From an optimization exercise on the open Yosys and OpenROAD flow, aimed at small area; shortcuts taken in it are not production practice. In this exercise RTL edits were held to simulation tests only and were not proved equivalent to the original. Power is estimated from default activity; no workload was simulated.

[flow/design.v]
module i2c_master #(
 parameter [15:0]  p_DIV = 16'd500
) (
 input                           i_rst_n
,input                           i_local_clk
,input                           i_start
,input         [8:0]             i_req_num
,input         [7:0]             i_device_addr
,input         [7:0]             i_reg_addr
,input         [7:0]             i_wr_data
,output reg                      o_wr_done
,output reg    [7:0]             o_rd_data
,output                          o_rd_valid
,output                          o_busy
,output        [7:0]             o_reg_addr
,output reg    [7:0]             o_ack_erro
,output reg                      o_erro_valid
,output                          o_scl
,input                           i_sda
,output                          o_sda
);
parameter        S_IDLE        = 4'h0     ;
parameter        S_START       = 4'h1     ;
parameter        S_DEV_ADDR    = 4'h2     ;
parameter        S_DEV_ACK     = 4'h3     ;
parameter        S_REG_ADDR    = 4'h4     ;
parameter        S_REG_ACK     = 4'h5     ;
parameter        S_WR_DATA     = 4'h6     ;
parameter        S_WR_DATA_ACK = 4'h7     ;
parameter        S_START2      = 4'h8     ;
parameter        S_DEV_ADDR_RD = 4'h9     ;
parameter        S_DEV_ACK_RD  = 4'ha     ;
parameter        S_RD_DATA     = 4'hb     ;
parameter        S_RD_DATA_ACK = 4'hc     ;
parameter        S_STOP        = 4'hd     ;
reg    [3:0]     r_cs                     ;
reg    [3:0]     r_ns                     ;
reg    [15:0]    r_div_cnt                ;
reg    [2:0]     r_bit_cnt                ;
reg    [8:0]     r_req_cnt                ;
reg    [7:0]     r_device_addr_temp       ;
reg    [7:0]     r_reg_addr_temp          ;
reg    [7:0]     r_device_addr            ;
reg    [7:0]     r_reg_addr_shift         ;
reg              r_scl                    ;
reg              r_sda                    ;
reg              r_scl_dly                ;
wire             w_scl_pos                ;
reg              r_scl_pos_dly            ;
reg    [3:0]     ri_sda                   ;
reg              r_sda_ack                ;
reg    [7:0]     r_rd_data                ;
reg              r_rd_valid               ;
reg    [7:0]     r_wr_data                ;
reg              r_wr_done                ;
wire             w_wr_rd                  ;
assign o_rd_valid  = r_rd_valid           ;
assign w_wr_rd     = r_device_addr_temp[0];
assign o_busy      = (r_cs != S_IDLE)     ;
assign o_reg_addr  = r_reg_addr_temp      ;
assign o_scl       = r_scl                ;
assign o_sda       = r_sda                ;
assign w_scl_pos   = ~r_scl_dly & r_scl   ;
always @(posedge i_local_clk or negedge i_rst_n) begin
	if(~i_rst_n)
		ri_sda <= 'd0;
	else
		ri_sda <= {ri_sda[2:0],i_sda};
end
always @(posedge i_local_clk or negedge i_rst_n) begin
	if(~i_rst_n)
		r_div_cnt <= 'd0;
	else if(r_ns == S_IDLE)
		r_div_cnt <= 'd0;
	else if(r_div_cnt == p_DIV-1)
		r_div_cnt <= 'd0;
	else
		r_div_cnt <= r_div_cnt+1;
end
always @(posedge i_local_clk or negedge i_rst_n) begin
	if(~i_rst_n)
		r_bit_cnt <= 'd0;
	else case(r_cs)
		S_DEV_ADDR,S_REG_ADDR,S_WR_DATA,S_DEV_ADDR_RD,S_RD_DATA:
			if(r_div_cnt == p_DIV-1)
				r_bit_cnt <= r_bit_cnt+1;
			else;
		default:r_bit_cnt <= 'd0;
	endcase
end
always @(posedge i_local_clk or negedge i_rst_n) begin
	if(~i_rst_n)
		r_req_cnt <= 'd0;
	else case(r_cs)
		S_IDLE:
			if(i_start)
				r_req_cnt <= 'd0;
		S_RD_DATA,S_WR_DATA:
			if(r_bit_cnt >= 8-1 && r_div_cnt == p_DIV-1)
				r_req_cnt <= r_req_cnt + 1;
		default:r_req_cnt <= r_req_cnt;
	endcase
end
always @(posedge i_local_clk or negedge i_rst_n) begin
	if(~i_rst_n) begin
		r_device_addr_temp <= 'd0;
		r_reg_addr_temp    <= 'd0;
	end else case(r_cs)
		S_IDLE:
			if(i_start) begin
				r_device_addr_temp <= i_device_addr;
				r_reg_addr_temp    <= i_reg_addr;
			end else ;
		S_WR_DATA_ACK:
			if(r_scl_pos_dly && ~r_sda_ack)
				r_reg_addr_temp    <= r_reg_addr_temp + 1;
			else ;
		S_RD_DATA_ACK:
			if(r_div_cnt == p_DIV[15:1]-1)
				r_reg_addr_temp    <= r_reg_addr_temp + 1;
			else ;
		default: begin
			r_device_addr_temp <= r_device_addr_temp;
			r_reg_addr_temp    <= r_reg_addr_temp;
		end
	endcase
end
always @(posedge i_local_clk or negedge i_rst_n) begin
	if(~i_rst_n)
		r_device_addr <= 'd0;
	else if(r_cs==S_START)
		r_device_addr <= {r_device_addr_temp[7:1],1'b0};
	else if(r_cs==S_START2)
		r_device_addr <= r_device_addr_temp;
	else if((r_cs==S_DEV_ADDR) || (r_cs==S_DEV_ADDR_RD))
		if(r_div_cnt == p_DIV[15:2]-1)
			r_device_addr <= {r_device_addr[6:0],1'b0};
		else ;
	else ;
end
always @(posedge i_local_clk or negedge i_rst_n) begin
	if(~i_rst_n)
		r_reg_addr_shift <= 'd0;
	else if(r_cs==S_START || r_cs==S_WR_DATA_ACK || r_cs==S_RD_DATA_ACK)
		r_reg_addr_shift <= r_reg_addr_temp;
	else if(r_cs==S_REG_ADDR)
		if(r_div_cnt == p_DIV[15:2]-1)
			r_reg_addr_shift <= {r_reg_addr_shift[6:0],1'b0};
		else ;
	else ;
end
always @(posedge i_local_clk or negedge i_rst_n) begin
	if(~i_rst_n)
		r_wr_data <= 'd0;
	else case(r_cs)
		S_REG_ACK,S_WR_DATA_ACK:
			r_wr_data <= i_wr_data;
		S_WR_DATA:
			if(r_div_cnt == p_DIV[15:2]-1)
				r_wr_data <= {r_wr_data[6:0],1'b0};
			else ;
		default:r_wr_data <= 'd0;
	endcase
end
always @(posedge i_local_clk or negedge i_rst_n) begin
	if(~i_rst_n)
		o_wr_done <= 'd0;
	else if(r_cs == S_WR_DATA_ACK && (r_div_cnt == p_DIV[15:1]+p_DIV[15:2]-1) && ~r_sda_ack)
		o_wr_done <= 'd1;
	else
		o_wr_done <= 'd0;
end
always @(posedge i_local_clk or negedge i_rst_n) begin
	if(~i_rst_n)
		r_sda_ack <= 'd1;
	else case(r_cs)
		S_DEV_ACK,S_REG_ACK,S_WR_DATA_ACK,S_DEV_ACK_RD:
			if(w_scl_pos)
				r_sda_ack <= ri_sda[3];
			else ;
		default:r_sda_ack <= 'd1;
	endcase
end
always @(posedge i_local_clk or negedge i_rst_n) begin
	if(~i_rst_n)
		r_rd_data <= 'd0;
	else if(r_ns == S_RD_DATA && r_div_cnt == p_DIV[15:1]-1)
		r_rd_data <= {r_rd_data[6:0],ri_sda[3]};
	else ;
end
always @(posedge i_local_clk or negedge i_rst_n) begin
	if(~i_rst_n)
		o_rd_data <= 'd0;
	else if(r_cs == S_RD_DATA && r_bit_cnt >= 8-1 && r_div_cnt == p_DIV-1)
		o_rd_data <= r_rd_data;
	else ;
end
always @(posedge i_local_clk or negedge i_rst_n) begin
	if(~i_rst_n)
		r_rd_valid <= 'd0;
	else if(r_cs == S_RD_DATA && r_bit_cnt >= 8-1 && r_div_cnt == p_DIV-1)
		r_rd_valid <= 'd1;
	else
		r_rd_valid <= 'd0;
end
always @(posedge i_local_clk or negedge i_rst_n) begin
	if(~i_rst_n) begin
		o_ack_erro   <= 'h0;
		o_erro_valid <= 'd0;
	end else case(r_cs)
		S_DEV_ACK:
			if(r_div_cnt == p_DIV-1 && r_sda_ack) begin
				o_ack_erro   <= 'h1;
				o_erro_valid <= 'd1;
			end else begin
				o_ack_erro   <= 'h0;
				o_erro_valid <= 'd0;
			end
		S_REG_ACK:
			if(r_div_cnt == p_DIV-1 && r_sda_ack) begin
				o_ack_erro   <= 'h2;
				o_erro_valid <= 'd1;
			end else begin
				o_ack_erro   <= 'h0;
				o_erro_valid <= 'd0;
			end
		S_WR_DATA_ACK:
			if(r_div_cnt == p_DIV-1 && r_sda_ack) begin
				o_ack_erro   <= 'h4;
				o_erro_valid <= 'd1;
			end else begin
				o_ack_erro   <= 'h0;
				o_erro_valid <= 'd0;
			end
		S_DEV_ACK_RD:
			if(r_div_cnt == p_DIV-1 && r_sda_ack) begin
				o_ack_erro   <= 'h8;
				o_erro_valid <= 'd1;
			end else begin
				o_ack_erro   <= 'h0;
				o_erro_valid <= 'd0;
			end
		default: begin
			o_ack_erro   <= 'd0;
			o_erro_valid <= 'd0;
		end
	endcase
end
always @(posedge i_local_clk or negedge i_rst_n) begin
	if(~i_rst_n) begin
		r_scl <= 'd1;
		r_sda <= 'd1;
	end else case(r_cs)
		S_IDLE: begin
			r_scl <= 'd1;
			r_sda <= 'd1;
		end
		S_START: begin
			if(r_div_cnt <= p_DIV[15:2]-1)
				r_sda <= 'd1;
			else
				r_sda <= 'd0;
			if(r_div_cnt <= p_DIV[15:1]-1)
				r_scl <= 'd1;
			else
				r_scl <= 'd0;
		end
		S_DEV_ADDR: begin
			if(r_div_cnt <= p_DIV[15:1]-1)
				r_scl <= 0;
			else
				r_scl <= 1;
			if(r_div_cnt == p_DIV[15:2]-1)
				r_sda <= r_device_addr[7];
			else ;
		end
		S_DEV_ACK: begin
			if(r_div_cnt <= p_DIV[15:1]-1)
				r_scl <= 0;
			else
				r_scl <= 1;
			if(r_div_cnt == p_DIV[15:2]-1)
				r_sda <= 1;
			else ;
		end
		S_REG_ADDR: begin
			if(r_div_cnt <= p_DIV[15:1]-1)
				r_scl <= 0;
			else
				r_scl <= 1;
			if(r_div_cnt == p_DIV[15:2]-1)
				r_sda <= r_reg_addr_shift[7];
			else ;
		end
		S_REG_ACK: begin
			if(r_div_cnt <= p_DIV[15:1]-1)
				r_scl <= 0;
			else
				r_scl <= 1;
			if(r_div_cnt == p_DIV[15:2]-1)
				r_sda <= 1;
			else ;
		end
		S_WR_DATA: begin
			if(r_div_cnt <= p_DIV[15:1]-1)
				r_scl <= 0;
			else
				r_scl <= 1;
			if(r_div_cnt == p_DIV[15:2]-1)
				r_sda <= r_wr_data[7];
			else ;
		end
		S_WR_DATA_ACK: begin
			if(r_div_cnt <= p_DIV[15:1]-1)
				r_scl <= 0;
			else
				r_scl <= 1;
			if(r_div_cnt == p_DIV[15:2]-1)
				r_sda <= 1;
			else ;
		end
		S_START2: begin
			if(r_div_cnt <= p_DIV[15:1]-1)
				r_sda <= 'd1;
			else
				r_sda <= 'd0;
			if(r_div_cnt <= p_DIV[15:2]-1 || r_div_cnt > p_DIV[15:1]+p_DIV[15:2]-1)
				r_scl <= 'd0;
			else
				r_scl <= 'd1;
		end
		S_DEV_ADDR_RD: begin
			if(r_div_cnt <= p_DIV[15:1]-1)
				r_scl <= 0;
			else
				r_scl <= 1;
			if(r_div_cnt == p_DIV[15:2]-1)
				r_sda <= r_device_addr[7];
			else ;
		end
		S_DEV_ACK_RD: begin
			if(r_div_cnt <= p_DIV[15:1]-1)
				r_scl <= 0;
			else
				r_scl <= 1;
			if(r_div_cnt == p_DIV[15:2]-1)
				r_sda <= 1;
			else ;
		end
		S_RD_DATA: begin
			if(r_div_cnt <= p_DIV[15:1]-1)
				r_scl <= 0;
			else
				r_scl <= 1;
			if(r_div_cnt == p_DIV[15:2]-1)
				r_sda <= 1;
			else ;
		end
		S_RD_DATA_ACK: begin
			if(r_div_cnt <= p_DIV[15:1]-1)
				r_scl <= 0;
			else
				r_scl <= 1;
			if(r_div_cnt == p_DIV[15:2]-1)
				if(i_req_num == r_req_cnt)
					r_sda <= 1;
				else
					r_sda <= 0;
			else ;
		end
		S_STOP: begin
			if(r_div_cnt == p_DIV[15:2]-1)
				r_sda <= 'd0;
			else if(r_div_cnt == p_DIV[15:1]+p_DIV[15:2]-1)
				r_sda <= 'd1;
			else ;
			if(r_div_cnt <= p_DIV[15:1]-1)
				r_scl <= 'd0;
			else
				r_scl <= 'd1;
		end
		default: begin
			r_scl <= 1;
			r_sda <= 1;
		end
	endcase
end
always @(posedge i_local_clk or negedge i_rst_n) begin
	if(~i_rst_n)
		r_scl_dly <= 'd0;
	else
		r_scl_dly <= r_scl;
end
always @(posedge i_local_clk or negedge i_rst_n) begin
	if(~i_rst_n)
		r_scl_pos_dly <= 'd0;
	else
		r_scl_pos_dly <= w_scl_pos;
end
always @(posedge i_local_clk or negedge i_rst_n) begin
	if(~i_rst_n)
		r_cs <= S_IDLE;
	else
		r_cs <= r_ns;
end
always @(*) begin
	if(~i_rst_n)
		r_ns = S_IDLE;
	else case(r_cs)
		S_IDLE:
			if(i_start)
				r_ns = S_START;
			else
				r_ns = S_IDLE;
		S_START:
			if(r_div_cnt == p_DIV-1)
				r_ns = S_DEV_ADDR;
			else
				r_ns = S_START;
		S_DEV_ADDR:
			if(r_bit_cnt >= 8-1 && r_div_cnt == p_DIV-1)
				r_ns = S_DEV_ACK;
			else
				r_ns = S_DEV_ADDR;
		S_DEV_ACK:
			if(r_div_cnt == p_DIV-1 && r_sda_ack)
				r_ns = S_STOP;
			else if(r_div_cnt == p_DIV-1 && ~r_sda_ack)
				r_ns = S_REG_ADDR;
			else
				r_ns = S_DEV_ACK;
		S_REG_ADDR:
			if(r_bit_cnt >= 8-1 && r_div_cnt == p_DIV-1)
				r_ns = S_REG_ACK;
			else
				r_ns = S_REG_ADDR;
		S_REG_ACK:
			if(r_div_cnt == p_DIV-1 && r_sda_ack)
				r_ns = S_STOP;
			else if(r_div_cnt == p_DIV-1 && ~r_sda_ack)
				if(~w_wr_rd)
					r_ns = S_WR_DATA;
				else
					r_ns = S_START2;
			else
				r_ns = S_REG_ACK;
		S_WR_DATA:
			if(r_bit_cnt >= 8-1 && r_div_cnt == p_DIV-1)
				r_ns = S_WR_DATA_ACK;
			else
				r_ns = S_WR_DATA;
		S_WR_DATA_ACK:
			if(r_div_cnt == p_DIV-1)
				if(r_sda_ack)
					r_ns = S_STOP;
				else if(i_req_num == r_req_cnt)
					r_ns = S_STOP;
				else
					r_ns = S_WR_DATA;
			else
				r_ns = S_WR_DATA_ACK;
		S_START2:
			if(r_div_cnt == p_DIV-1)
				r_ns = S_DEV_ADDR_RD;
			else
				r_ns = S_START2;
		S_DEV_ADDR_RD:
			if(r_bit_cnt >= 8-1 && r_div_cnt == p_DIV-1)
				r_ns = S_DEV_ACK_RD;
			else
				r_ns = S_DEV_ADDR_RD;
		S_DEV_ACK_RD:
			if(r_div_cnt == p_DIV-1 && r_sda_ack)
				r_ns = S_STOP;
			else if(r_div_cnt == p_DIV-1 && ~r_sda_ack)
				r_ns = S_RD_DATA;
			else
				r_ns = S_DEV_ACK_RD;
		S_RD_DATA:
			if(r_bit_cnt >= 8-1 && r_div_cnt == p_DIV-1)
				r_ns = S_RD_DATA_ACK;
			else
				r_ns = S_RD_DATA;
		S_RD_DATA_ACK:
			if(r_div_cnt == p_DIV-1)
				if(i_req_num == r_req_cnt)
					r_ns = S_STOP;
				else
					r_ns = S_RD_DATA;
			else
				r_ns = S_RD_DATA_ACK;
		S_STOP:
			if(r_div_cnt == p_DIV-1)
				r_ns = S_IDLE;
			else
				r_ns = S_STOP;
		default:
			r_ns = S_IDLE;
	endcase
end
endmodule
[flow/run.sh]
#!/bin/bash
# synth_recipe.tcl (not shown) runs the flow's synth.tcl, then flattens the netlist and writes it again
# the make line also repeats each setting of config.mk as NAME=value (left out here)
make -C /OpenROAD-flow-scripts/flow DESIGN_CONFIG=/design/flow/config.mk WORK_HOME=/design/flow/orfs CLKGATE_MAP_FILE= SYNTH_SCRIPT=/design/flow/synth_recipe.tcl finish
[flow/config.mk]
export PLATFORM = sky130hd
export DESIGN_NAME = i2c_master
export DESIGN_NICKNAME = i2c_master
export VERILOG_FILES = /design/flow/design.v
export SDC_FILE = /design/flow/constraint.sdc
export NUM_CORES = 4
export LEC_CHECK = 0
export CAP_MARGIN = 20
export CORE_MARGIN = 2
export CORE_UTILIZATION = 40
export PLACE_DENSITY = 0.6
export SLEW_MARGIN = 20
[flow/constraint.sdc]
create_clock -name core_clock -period 5.0 [get_ports {i_local_clk}]
set_input_delay 1.0000 -clock core_clock [delete_from_list [all_inputs] [get_ports {i_local_clk}]]
set_output_delay 1.0000 -clock core_clock [all_outputs]
set_load 0.01 [all_outputs]
==> results.cfg <==
[worst_setup_path]
worstPathArrival_ns = 3.63
critical_path_buf_inv_count = 0
cp-start-kind = register
cp.required_ns = 5.24
cp_top_family = simple AND/OR/NAND/NOR gates
cp_cell_sequence = nand2b_1, nor2_1, o21a_1, o311ai_0, a21oi_2, and4bb_2, mux2_2
end_kind = register
path_max_fanout = 29
crit_type = reg -> reg
cpPeakStageDelay_ns = 0.95
crit_slowest_cell = dfrtp_1

[power]
p_sw_uw = 435
power.internal_uw = 1310
leakage_uw = 0.00262
clkPwrFrac_pct = 37.3
power_frac_seq_pct = 52.9
comb_power_share_pct = 9.9
netSwitchingFraction_pct = 24.9
powerDensity_nw_per_um2 = 270
ir_drop_v = 0.000160

[grt]
grt_max_degree = 73
gr-total-overflow = 0
grt_first_pass_wirelength_um = 20900
grt_pass1_vias = 4255
grt_use_total_pct = 18.0
antenna_found_initial = 0

[drt]
drc = 0
viasPerCell = 5.46
routed_wl_um = 12100
antenna_left = 0
first_pass_iters = 6
drt_iter0_markers = 317
vias = 4327
wl_per_cell_um = 15.3

[layout]
syn_to_final_growth_pct = 18.9
diodes = 0
drive_gt1_share_pct = 10.7
fin_nets = 657
final_area_um2 = 6470
finish.utilization_pct = 48.9
layout.cells.non_filler = 793
fillers = 1278

[placement]
place_area_um2 = 6190
dp_hpwl_um = 8440
placed_cells = 777
io_buffer_count = 62
gp_congestion = 0.920

[timing]
finalCritPeriodShare_pct = 67.9
fmax_mhz = 295
setup_viol_count_final = 0
hold_viol = 0
fin_crit_ns = 3.39
tns_ns = 0
tightest_slew_ns = 0.921
rsz0062_at_grt = false
slew-limit-headroom_pct = 38.2
slew_violations = 0
skew_ns = 0.00732

[logic_synthesis]
synth_edf_count = 0
syn_area_per_cell_um2 = 9.70
async_flop_share_pct = 100
synthFlopType = dfrtp_1
ys_seq_elements = 104
synthesis.area_um2 = 5440
synthCells = 561
synth_cell_types = 65
ys_seq_area_share_pct = 47.9
yosysWarnings = 1

[clock_tree]
root_buffer = clkbuf_16
cts_max_level = 3
post_cts_buffers = 0
cts-buffers-inserted = 9
cts_tree = built
clock_latency_ns = 0.35
clk_pin_slew_worst_paths_ns = 0.07
numClockSinks = 104
cts_resized = 0
clk_path_buf_depth = 2
hold_buffers = 0

[floorplan]
die_y_um = 121
die_w_um = 121
start_util_pct = 41.1
rows = 42
io_pins = 67
design.core.area_um2 = 13200
dieArea_um2 = 14600

[status]
outcome = finished clean

[hold_path]
hp-class = reg -> reg

[job]
cap_violations = 0
[power groups by stage]
stage               registers (uW)  clock network, uW  logic, uW
floorplan                      930                  0       94.8
global placement               939                  0        171
detailed placement             941                  0        173
CTS                            925                679        175
global route                   932                714        195
finish                         925                651        172
[cell families after synthesis]
logic type               share of synthesized area (%)
AND/OR/NAND/NOR                                   20.9
AO/OA/AOI/OAI                                     13.1
flip-flops                                        47.9
multiplexers                                      8.14
buffers and inverters                             3.03
XOR/XNOR                                          4.99
adder cells (fa/ha/maj)                           1.84
other                                           0.0689
[cell usage in the layout, fill, tap and decap left out, types with 4 or more instances in the layout]
cell / netlist / final
o22ai_1: 4 / 4
mux2_2: 26 / 26
nor3_1: 21 / 21
xor2_1: 15 / 15
nor2b_1: 9 / 9
conb_1: 1 / 4
inv_1: 9 / 9
buf_4: 5 / 5
nor2_1: 74 / 74
xnor2_1: 16 / 16
nand3_1: 19 / 19
ha_1: 8 / 8
mux2i_1: 15 / 15
nand2b_1: 5 / 5
nand4_1: 7 / 7
clkbuf_16: 0 / 9
dfrtp_1: 101 / 101
nand2_1: 55 / 55
clkdlybuf4s50_1: 0 / 61
o21ai_0: 21 / 20
a21oi_1: 54 / 53
and3_1: 7 / 7
[flip-flops by register name (all words and copies together) (netlist names), 3 cells and up]
signal,cells
r_div_cnt,16
r_req_cnt,9
o_rd_data,8
r_device_addr,8
r_device_addr_temp,8
r_rd_data,8
r_reg_addr_shift,8
r_reg_addr_temp,8
r_wr_data,8
o_ack_erro,4
r_cs,4
ri_sda,4
r_bit_cnt,3
[per-layer routing]
metal	GRT usage (%)	part of all wire (%)
met1	26.2	48
met2	26.4	45
met3	4.53	5.9
met4	5.52	1.4
met5	0	0
[final timing paths]
path                                           from                             end  slack, ns  cells past startpoint
worst max-delay path              r_cs[0]$_DFF_PN0_        r_rd_data[2]$_DFFE_PN0P_       1.61                      7
worst min-delay path            ri_sda[0]$_DFF_PN0_             ri_sda[1]$_DFF_PN0_       0.35                      0
worst max register to register    r_cs[0]$_DFF_PN0_        r_rd_data[2]$_DFFE_PN0P_       1.61                      7
worst min register to register  ri_sda[0]$_DFF_PN0_             ri_sda[1]$_DFF_PN0_       0.35                      0
max in group asynchronous                   i_rst_n  r_reg_addr_temp[0]$_DFFE_PN0P_       3.14                      2
min in group asynchronous                   i_rst_n         r_div_cnt[13]$_DFF_PN0_       0.58                      1
[per-stage QoR]
step	worst slack, ns	total power, uW	hold slack, ns
2_1_floorplan	1.79	1030	0.331
3_3_place_gp	1.51	1110	0.334
3_5_place_dp	1.39	1110	0.340
4_1_cts	1.59	1780	0.356
5_1_grt	1.34	1840	0.365
6_report	1.61	1750	0.352
[Yosys cell counts, types with 9 or more instances]
cell type  count  area [um^2]
dfrtp_1      101         2530
nor3_1        21          105
xnor2_1       16          140
o21ai_0       21          105
mux2_2        26          293
xor2_1        15          131
inv_1          9         33.8
a21oi_1       54          270
nand2_1       55          206
nor2b_1        9         56.3
clkbuf_1      18         67.6
nand3_1       19         95.1
mux2i_1       15          150
nor2_1        74          278
[layout make-up]
cell class	instances	area, um^2	share of cell area (%)
Multi-Input combinational cell	422	2690	41.5
Sequential cell	104	2610	40.3
Timing Repair Buffer	66	648	10.0
Clock buffer	10	229	3.54
Tap cell	176	220	3.40
Clock inverter	6	46.3	0.715
Inverter	9	33.8	0.522

[what the ideal ports hide]
In the flow no input, the clock included, has a driving cell. The finished layout below was timed again as built, in two steps. Step 1 (the two cells are an assumption about what drives the block):
set clk [get_ports {i_local_clk}]
set_driving_cell -lib_cell sky130_fd_sc_hd__clkbuf_16 $clk
set_driving_cell -lib_cell sky130_fd_sc_hd__buf_2 [delete_from_list [all_inputs] $clk]
Step 2 also shifts input and output timing later by t, the mid clock arrival at the registers, as if the neighbouring blocks saw the same clock. a / b / c = ideal ports / drivers / drivers and shift; a / b = the first two.
t (ns): 0.391
slack for setup (ns): 1.606 / 1.606 / 1.395
worst hold slack (ns): 0.352 / 0.352 / 0.352
After both steps this run still meets setup and hold. The setup slack of this run moves by 0.000 ns with the drivers and by -0.211 ns with both steps.
